Context: an optimization exercise on an open-source flow, tuned for small area and a short achievable clock period. The choices shown serve that exercise and are no tape-out recipe. Where RTL was checked, it was by simulation tests only, not by an equivalence proof against the original. Power figures rest on the tool's default switching activity, not on a simulated workload.

## job 2344
==> flow/design.v (excerpt) <==
module fadd_top(clk, a, b, z);
input clk;
input [31:0] a, b;
output [31:0] z;
wire [23:0] x_d, y_d;
wire cin_d, sa_d, snov_d;
wire [7:0] emax_d;
reg [23:0] x_q, y_q;
reg cin_q, sa_q, snov_q;
reg [7:0] emax_q;
fadd_align u_align(.a(a), .b(b), .x(x_d), .y(y_d), .cin(cin_d), .emax(emax_d),
                   .sa(sa_d), .snov(snov_d));
always @(posedge clk) begin
  x_q <= x_d;
  y_q <= y_d;
  cin_q <= cin_d;
  emax_q <= emax_d;
  sa_q <= sa_d;
  snov_q <= snov_d;
end
fadd_sum u_sum(.x(x_q), .y(y_q), .cin(cin_q), .emax(emax_q), .sa(sa_q),
               .snov(snov_q), .z(z));
endmodule
Size in the first run: ~680 cells after synthesis, about 97 I/O pins.
make LEC_CHECK=0 CAP_MARGIN=20 CORE_MARGIN=2 CORE_UTILIZATION=40 SLEW_MARGIN=20 finish   # period 8.5 ns
run.sh (not shown) runs the stock make flow with config.mk's settings and CLKGATE_MAP_FILE= SYNTH_SCRIPT=/design/flow/synth_recipe.tcl, a recipe that flattens the netlist after the stock synthesis.
What job 8232 does differently from job 2344 at the input level:
-- flow/config.mk --
<<< job 2344, line 9
export CORE_MARGIN = 2
export CORE_UTILIZATION = 40
export SLEW_MARGIN = 20
>>> job 8232, line 9
export CORE_MARGIN = 2
export CORE_UTILIZATION = 55
export SETUP_SLACK_MARGIN = 4
export SLEW_MARGIN = 20
==> comparison <==
- Against job 2344, final critical-path required period in job 8232 came out better.
- Job 8232: count of standard-cell rows is 16% lower than what job 2344 reported.
- From job 8232 to job 2344, remaining routing DRC violations did not move at all.
- Changes observed in job 8232 relative to job 2344: ratio of final minimum period to clock period went down 17 points, combinational fraction of design power went up 8.2 points.
diff inputs: job 8232 => job 2091
-- flow/config.mk --
<<< job 8232, line 10
export CORE_UTILIZATION = 55
export SETUP_SLACK_MARGIN = 4
export SLEW_MARGIN = 20
>>> job 2091, line 10
export CORE_UTILIZATION = 55
export SETUP_SLACK_MARGIN = 3
export SLEW_MARGIN = 20
Job 2091: PASS, flow complete, no timing, DRC or antenna violations
[job 2091] flip-flop and latch share of the layout cell area rose 3.2 points relative to job 8232
On time the worst path needs with I/O delays and setup, job 8232 beats job 2091.
Job 2091 reports its critical path's slowest cell as sky130_fd_sc_hd__clkdlybuf4s50_1 while job 8232 reports sky130_fd_sc_hd__fa_2.
Comparing job 8232 and job 2091, the higher clock-buffer cell count is on job 8232.
Against job 8232, job 2091 comes in 5000 um lower on wire length of the first global-routing pass.
Job 8232 and job 2091 ended up with nearly the same die span in y.
Number of max-slew violations in the final report came out exactly the same in job 8232 and job 2091.
Modified inputs, job 4202 compared to job 2091
==> flow/flow/run.sh (new file) <==
#!/bin/bash
# Standard ORFS layout (the standard.sh), with the I/O port buffers made
# from small buf_2 cells instead of the default clkdlybuf4s50_1 delay cells.
set -euo pipefail
export BUFFER_PORTS_ARGS="-buffer_cell sky130_fd_sc_hd__buf_2"
bash standard.sh > standard_flow.log 2>&1
==> flow/standard.sh (new file) <==
#!/bin/bash
# synth_recipe.tcl (not shown) runs the flow's synth.tcl, then flattens the netlist and writes it again
# the make line also repeats each setting of config.mk as NAME=value (left out here)
make -C /OpenROAD-flow-scripts/flow DESIGN_CONFIG=/design/flow/config.mk WORK_HOME=/design/flow/orfs CLKGATE_MAP_FILE= SYNTH_SCRIPT=/design/flow/synth_recipe.tcl "${@:-finish}"
removed: flow/run.sh
Findings:
- Job 4202 finished every step from synthesis to the final layout, and the layout passed the timing, DRC and antenna checks.
- Final-layout clock buffer total is higher on job 4202
- For the ratio of total power to cell area, job 4202 came in 1.2% higher than job 2091 did.
- Core utilization: job 4202 lower than job 2091
- Most common cell after layout, fill and taps aside = sky130_fd_sc_hd__buf_2: job 4202; most common cell after layout, fill and taps aside = sky130_fd_sc_hd__clkdlybuf4s50_1: job 2091
- Setup slack: job 4202 more than job 2091
- Cmp job 4202 vs job 2091: global-route usage lower in job 4202
No run of this note included a check of the RTL's function; only the layout flow was run.

* * *

Setup of run 1:
Another version of the RTL of fadd_top (not shown whole).
Size: about 59 flip-flops, about 97 I/O pins, about 5400 µm² of cells after synthesis.
clock: 8.5 ns
lec_check: 0
abc_area: 1
cap_margin: 20
core_margin: 2
core_utilization: 55
cts_buf_list: sky130_fd_sc_hd__clkbuf_4
cts_cluster_size: 30
setup_slack_margin: 3.5
slew_margin: 20
standard.sh (not shown) runs the stock make flow with config.mk's settings and CLKGATE_MAP_FILE= SYNTH_SCRIPT=/design/flow/synth_recipe.tcl, a recipe that flattens the netlist after the stock synthesis.
==> flow/flow/run.sh <==
#!/bin/bash
# Standard ORFS layout (the standard.sh), with the I/O port buffers made
# from small buf_1 cells instead of the default clkdlybuf4s50_1 delay cells.
set -euo pipefail
export BUFFER_PORTS_ARGS="-buffer_cell sky130_fd_sc_hd__buf_1"
bash standard.sh > standard_flow.log 2>&1
Run 1 | stages: all done | timing, DRC, antenna: all pass
Setup changes, run 1 to run 2
--- a/flow/config.mk
+++ b/flow/config.mk
@@ -7,8 +7,5 @@
 export LEC_CHECK = 0
-export ABC_AREA = 1
 export CAP_MARGIN = 20
 export CORE_MARGIN = 2
-export CORE_UTILIZATION = 55
-export CTS_BUF_LIST = sky130_fd_sc_hd__clkbuf_4
-export CTS_CLUSTER_SIZE = 30
+export CORE_UTILIZATION = 70
 export SETUP_SLACK_MARGIN = 3.5
==> comparison <==
- Between run 1 and run 2, the final area figures differ only marginally.
- Changes observed in run 2 relative to run 1: power per cell area decreased 7.2%; worst stage delay on the critical path essentially unchanged; via count of the first global-routing pass increased 156; layout overhead on the synthesized area decreased 1.5 points; part of the cycle the worst path needs decreased 0.74 points.
- Compared run 2 vs run 1, and met3 routed wirelength is down in run 2.
- Against run 1, final routed wire length divided by cell count in run 2 rose by more than a quarter.
- Per the final summary, run 2 finished and its layout is clean on timing, DRC and antenna.
- Total power after layout (higher): run 1
- | final worst setup slack | run 2 vs run 1 | 63 ps higher |
- [run 2] worst hold margin rose 94 ps relative to run 1
Input changes introduced in run 3 (baseline for comparison: run 2):
==> flow/flow/run.sh <==
#!/bin/bash
# The standard ORFS layout (standard.sh, synthesis unchanged), except that
# the I/O ports are buffered with small buf_1 cells instead of the default
# clkdlybuf4s50_1 delay cells. Every input and output still gets its own
# buffer. The flow's output goes to standard_flow.log, and each ORFS step
# keeps its own log under orfs/logs/.
set -euo pipefail
export BUFFER_PORTS_ARGS="-buffer_cell sky130_fd_sc_hd__buf_1"
bash standard.sh > standard_flow.log 2>&1
--- a/flow/config.mk
+++ b/flow/config.mk
@@ -7,6 +7,7 @@
 export LEC_CHECK = 0
+export ABC_AREA = 1
 export CAP_MARGIN = 20
 export CORE_MARGIN = 2
-export CORE_UTILIZATION = 70
-export SETUP_SLACK_MARGIN = 3.5
+export CORE_UTILIZATION = 65
+export SETUP_SLACK_MARGIN = 3.6
 export SLEW_MARGIN = 20
[summary]
- On sequential fraction of total cell area, run 2 and run 3 are neck and neck.
- Total power of run 3 is higher than that of run 2.
- Relative to run 2, relative contribution of combinational cells to total power increased by 3.7 points in run 3.
Relative to run 3, the following input files were edited for run 4:
==> flow/flow/run.sh <==
#!/bin/bash
# Standard ORFS layout (the standard.sh), with the I/O port buffers made
# from small buf_1 cells instead of the default clkdlybuf4s50_1 delay cells.
set -euo pipefail
export BUFFER_PORTS_ARGS="-buffer_cell sky130_fd_sc_hd__buf_1"
bash standard.sh > standard_flow.log 2>&1
--- a/flow/config.mk
+++ b/flow/config.mk
@@ -10,3 +10,3 @@
 export CORE_MARGIN = 2
-export CORE_UTILIZATION = 65
+export CORE_UTILIZATION = 60
 export SETUP_SLACK_MARGIN = 3.6
Results
Diff run 3 -> run 4 | routed wire length | down by more than 10%
Diff run 3 -> run 4 | site row count | up by a few percent
Combinational power share was lower in run 4 than in run 3.
Run 4: overall track demand over capacity in global routing 4.4 points below run 3
Run 4: non-clock buffer total of the final layout lower than run 3
Summary of run 4 over run 3: total setup buffers inserted after CTS went down, wire length of the first global-routing pass went down.

* * *

## run A
Starting RTL as in the previous note.
clock: 8.5 ns
lec_check: 0
cap_margin: 20
core_margin: 2
core_utilization: 55
cts_buf_list: sky130_fd_sc_hd__clkbuf_4
cts_cluster_size: 30
setup_slack_margin: 3.5
slew_margin: 20
==> flow/flow/run.sh <==
#!/bin/bash
# Standard ORFS layout (the standard.sh), with the I/O port buffers made
# from small buf_1 cells instead of the default clkdlybuf4s50_1 delay cells.
set -euo pipefail
export BUFFER_PORTS_ARGS="-buffer_cell sky130_fd_sc_hd__buf_1"
bash standard.sh > standard_flow.log 2>&1
Setup changes, run A to run B
Settings: CTS_CLUSTER_SIZE: 30 -> unset; CTS_BUF_LIST: sky130_fd_sc_hd__clkbuf_4 -> unset; CORE_UTILIZATION: 55 -> 60; SETUP_SLACK_MARGIN: 3.5 -> 3.7; ABC_AREA: unset -> 1.
==> comparison <==
- Run B vs run A: die area down
- Cell count: run B higher than run A
- Setup slack in run B is larger than in run A.
- Relative to run A, the instance count after placement with tap cells included measured on run B has increased by more than 10%.
- In the flow results for run A and run B, the fraction of area in multi-input gates is larger on run A.
#### Input delta (run C over run B)
Settings: SETUP_SLACK_MARGIN changed from 3.7 to 3.6.
==> flow/flow/run.sh <==
#!/bin/bash
# The standard ORFS layout (standard.sh, synthesis unchanged), except that
# the I/O ports are buffered with small buf_1 cells instead of the default
# clkdlybuf4s50_1 delay cells. Every input and output still gets its own
# buffer. The flow's output goes to standard_flow.log, and each ORFS step
# keeps its own log under orfs/logs/.
set -euo pipefail
export BUFFER_PORTS_ARGS="-buffer_cell sky130_fd_sc_hd__buf_1"
bash standard.sh > standard_flow.log 2>&1
==> summary.txt <==
Looking at global-route usage, run C sits 0.94 points below run B.
Diff run B -> run C: detailed-route vias per instance flat, global-route wire length before repair down 2.9%.
Cell area after layout, run C and run B: higher on run B
On setup slack: between run C and run B, it ends up lower for run C.
Per the comparison of run C with run B, cell-internal power dropped 5.9%; area after synthesis barely changed.
Between run B and run C, the flow reports combinational power decreasing by a little under 10%.
The clock tree cell share of total cell area of run C and that of run B are within noise of each other.
Compared with run B, in run C clock share of power went up, routed wire length went down.

* * *

== north ==
fadd_top, a different RTL version from the one above (not shown whole).
Size in the first run: roughly 650 cells after synthesis, ~59 flip-flops, ~97 I/O pins, ~5700 um^2 of cells after synthesis.
==> flow/config.mk <==
export PLATFORM = sky130hd
export DESIGN_NAME = fadd_top
export DESIGN_NICKNAME = fadd_top
export VERILOG_FILES = /design/flow/design.v
export SDC_FILE = /design/flow/constraint.sdc
export NUM_CORES = 4
export LEC_CHECK = 0
export CAP_MARGIN = 20
export CORE_MARGIN = 2
export CORE_UTILIZATION = 55
export SETUP_SLACK_MARGIN = 3.8
export SLEW_MARGIN = 20
==> flow/constraint.sdc <==
create_clock -name core_clock -period 8.5 [get_ports {clk}]
set_input_delay 1.7000 -clock core_clock [delete_from_list [all_inputs] [get_ports {clk}]]
set_output_delay 1.7000 -clock core_clock [all_outputs]
set_load 0.01 [all_outputs]
==> flow/flow/run.sh <==
#!/bin/bash
# Standard ORFS layout (the standard.sh), with the I/O port buffers made
# from small buf_2 cells instead of the default clkdlybuf4s50_1 delay cells.
set -euo pipefail
export BUFFER_PORTS_ARGS="-buffer_cell sky130_fd_sc_hd__buf_2"
bash standard.sh > standard_flow.log 2>&1
For south, these inputs were changed with respect to north:
- CORE_UTILIZATION: 55 -> 85
- SETUP_SLACK_MARGIN: 3.8 -> 3.5
Notes after the runs:
- Delta (south minus north): synthesized-area fraction occupied by ao, oa, aoi and oai cells has remained practically unchanged; number of buffers added on ports essentially unchanged; horizontal die dimension down about 19%.
- Comparing north against south, there is no change at all in flop and latch count out of synthesis.
- Relative to north, the starting density of the core of south is higher by 33 points.
- Status: south FAILED at 3_3_place_gp (tool error)
- north ended with every stage complete and zero timing, DRC or antenna violations.
- south — number of standard-cell rows in the floorplan 8 lower, north as reference
- From north to south, area of the mapped netlist did not move at all.
- Reported for south and north, synthesized-area fraction occupied by xor and xnor cells turned out identical to the last digit.
- From south to north, synthesized net count did not move at all.
#### Input delta (east over south)
- CORE_UTILIZATION: 85 -> 55
--- outcome ---
Looking at east and south, the average cell area after synthesis is a wash.
Diff south -> east: die width now sits higher; number of primary I/O pins comparable.
As far as total standard cell area after synthesis goes, east and south are indistinguishable; the numbers are identical.
east ended with every stage complete and zero timing, DRC or antenna violations.
east: number of cell rows higher than south
What west does differently from east at the input level:
- CORE_UTILIZATION changed from 55 to 70
### Flow results
- west completed end to end with timing, DRC and antenna clean.
- In terms of worst hold slack, east and west differ only marginally.
- Compared with east, west shows a lower fmax.
- Of east and west, the higher total detailed-routing wirelength belongs to west.
Function was not checked in any run of this note: the RTL went through the layout flow alone.

* * *

Another version of the RTL of fadd_top (not shown whole).
For scale: ~680 cells after synthesis, ~59 flip-flops, roughly 97 I/O pins, about 5900 µm² of cells after synthesis.
clock: 8.5 ns
lec_check: 0
cap_margin: 20
core_margin: 2
core_utilization: 55
setup_slack_margin: 3.5
slew_margin: 20
Scripts as last shown in full above: flow/flow/run.sh
The baseline completed without violations.
Then changed:
SETUP_SLACK_MARGIN = 3   (was 3.5)
The new run finished with timing, DRC and antenna clean.
Routed wire length came out lower by a few percent.
Cell area falls by a few percent.
Via count decreases by a few percent.
Global-route usage came out lower by 2.1 points.
Synthesized area does not change.
Total power falls slightly.
Final cell count decreases slightly.
Sequential share of layout area rises by 0.68 points.
Maximum frequency went down by a little under a tenth.
Setup slack loses 0.37 ns.

* * *

fadd_top, a different RTL version from the one above (not shown whole).
Size: ~630 cells after synthesis, about 97 I/O pins, ~5600 um^2 of cells after synthesis.
==> flow/config.mk <==
export PLATFORM = sky130hd
export DESIGN_NAME = fadd_top
export DESIGN_NICKNAME = fadd_top
export VERILOG_FILES = /design/flow/design.v
export SDC_FILE = /design/flow/constraint.sdc
export NUM_CORES = 4
export LEC_CHECK = 0
export CAP_MARGIN = 20
export CORE_MARGIN = 2
export CORE_UTILIZATION = 55
export SETUP_SLACK_MARGIN = 3.5
export SLEW_MARGIN = 20
==> flow/constraint.sdc <==
create_clock -name core_clock -period 8.5 [get_ports {clk}]
set_input_delay 1.7000 -clock core_clock [delete_from_list [all_inputs] [get_ports {clk}]]
set_output_delay 1.7000 -clock core_clock [all_outputs]
set_load 0.01 [all_outputs]
==> flow/flow/run.sh <==
#!/bin/bash
# Standard ORFS layout (the standard.sh), with the I/O port buffers made
# from small buf_1 cells instead of the default clkdlybuf4s50_1 delay cells.
set -euo pipefail
export BUFFER_PORTS_ARGS="-buffer_cell sky130_fd_sc_hd__buf_1"
bash standard.sh > standard_flow.log 2>&1
The starting point passed the timing, DRC and antenna checks.
Rerun with:
- ABC_AREA: default -> 1
Synthesized cell count climbs by 30%.
Flip-flop and latch count stays the same.
Design area falls by 1.7%.
No functional check of the RTL was part of any run of this note.

* * *

fadd_top, a different RTL version from the one above (not shown whole).
Size: roughly 97 I/O pins.
// fadd_top
module fadd_top(clk, a, b, z);
input clk;
input [31:0] a, b;
output [31:0] z;
wire [23:0] x_d, p_d;
wire cin_d, sa_d, snov_d;
wire [7:0] emax_d;
reg [23:0] x_q, p_q;
reg cin_q, sa_q, snov_q;
reg [7:0] emax_q;
fadd_align u_align(.a(a), .b(b), .x(x_d), .p(p_d), .cin(cin_d), .emax(emax_d),
                   .sa(sa_d), .snov(snov_d));
always @(posedge clk) begin
  x_q <= x_d;
  p_q <= p_d;
  cin_q <= cin_d;
  emax_q <= emax_d;
  sa_q <= sa_d;
  snov_q <= snov_d;
end
fadd_sum u_sum(.x(x_q), .p(p_q), .cin(cin_q), .emax(emax_q), .sa(sa_q),
               .snov(snov_q), .z(z));
endmodule
clock: 8.5 ns
lec_check: 0
cap_margin: 20
core_margin: 2
core_utilization: 55
setup_slack_margin: 3.5
slew_margin: 20
Scripts as last shown in full above: flow/flow/run.sh
The baseline passed the timing, DRC and antenna checks.
Rerun with:
--- a/flow/config.mk
+++ b/flow/config.mk
@@ -9,3 +9,3 @@
 export CORE_MARGIN = 2
-export CORE_UTILIZATION = 55
+export CORE_UTILIZATION = 70
 export SETUP_SLACK_MARGIN = 3.5
After rerunning: First-iteration DRC count rose by 140%; synthesized cell count is unchanged; cell count drops by 3.8%; flip-flop and latch count does not change; hold slack gains 0.0049 ns; die area went down by 21%; worst setup slack loses 0.075 ns; utilization climbs by 16 points.
No run of this note included a check of the RTL's function; only the layout flow was run.

[port drivers added, routing unchanged]
How much do the figures lean on ideal ports? The routed layouts below were timed once more, with nothing changed but the port constraints. Step 1, drivers: a clkbuf_16 drives clk and a buf_2 each remaining input, both assumed. Step 2 times the ports against the registers' clock, not the clock port: input delays grow and output delays shrink by t, the midpoint of the rising clock arrivals with the driver on. Three values: ideal, step 1, step 2; two values: the first two.
| run | shift t [ns] | setup WS [ns] | worst register clock-pin slew, ns | cell pins on the clock port's net |
|---|---|---|---|---|
| job 2344 | 0.370 | 2.188 / 2.203 / 1.832 | 0.06 / 0.06 | 1 |
| job 8232 | 0.378 | 3.652 / 3.614 / 3.298 | 0.08 / 0.08 | 1 |
| job 2091 | 0.379 | 3.127 / 3.111 / 2.732 | 0.08 / 0.08 | 1 |
| job 4202 | 0.383 | 3.258 / 3.261 / 2.890 | 0.08 / 0.08 | 1 |
| run 1 | 0.446 | 3.547 / 3.516 / 3.392 | 0.10 / 0.10 | 1 |
| run 2 | 0.364 | 3.610 / 3.579 / 3.285 | 0.08 / 0.08 | 1 |
| run 3 | 0.365 | 3.456 / 3.421 / 3.492 | 0.08 / 0.08 | 1 |
| run 4 | 0.372 | 3.723 / 3.689 / 3.431 | 0.07 / 0.07 | 1 |
| run A | 0.456 | 3.491 / 3.459 / 3.347 | 0.12 / 0.12 | 1 |
| run B | 0.373 | 3.735 / 3.700 / 3.500 | 0.07 / 0.07 | 1 |
| run C | 0.372 | 3.723 / 3.689 / 3.431 | 0.07 / 0.07 | 1 |
| north | 0.391 | 3.780 / 3.746 / 3.484 | 0.08 / 0.08 | 1 |
| east | 0.390 | 3.639 / 3.604 / 3.284 | 0.08 / 0.08 | 1 |
| west | 0.385 | 3.612 / 3.601 / 3.242 | 0.08 / 0.08 | 1 |
| the first run of note 5 | 0.380 | 3.626 / 3.591 / 3.279 | 0.07 / 0.07 | 1 |
| the second run of note 5 | 0.383 | 3.258 / 3.261 / 2.890 | 0.08 / 0.08 | 1 |
| the first run of note 6 | 0.389 | 3.462 / 3.428 / 3.195 | 0.09 / 0.09 | 1 |
| the second run of note 6 | 0.377 | 3.692 / 3.656 / 3.429 | 0.08 / 0.08 | 1 |
| the first run of note 7 | 0.386 | 3.668 / 3.683 / 3.298 | 0.08 / 0.08 | 1 |
| the second run of note 7 | 0.388 | 3.593 / 3.606 / 3.218 | 0.08 / 0.08 | 1 |
After both steps every run listed still meets setup and hold. The setup slack of job 2091, which loses most, moves by -0.016 ns with the drivers and by -0.395 ns with both steps.
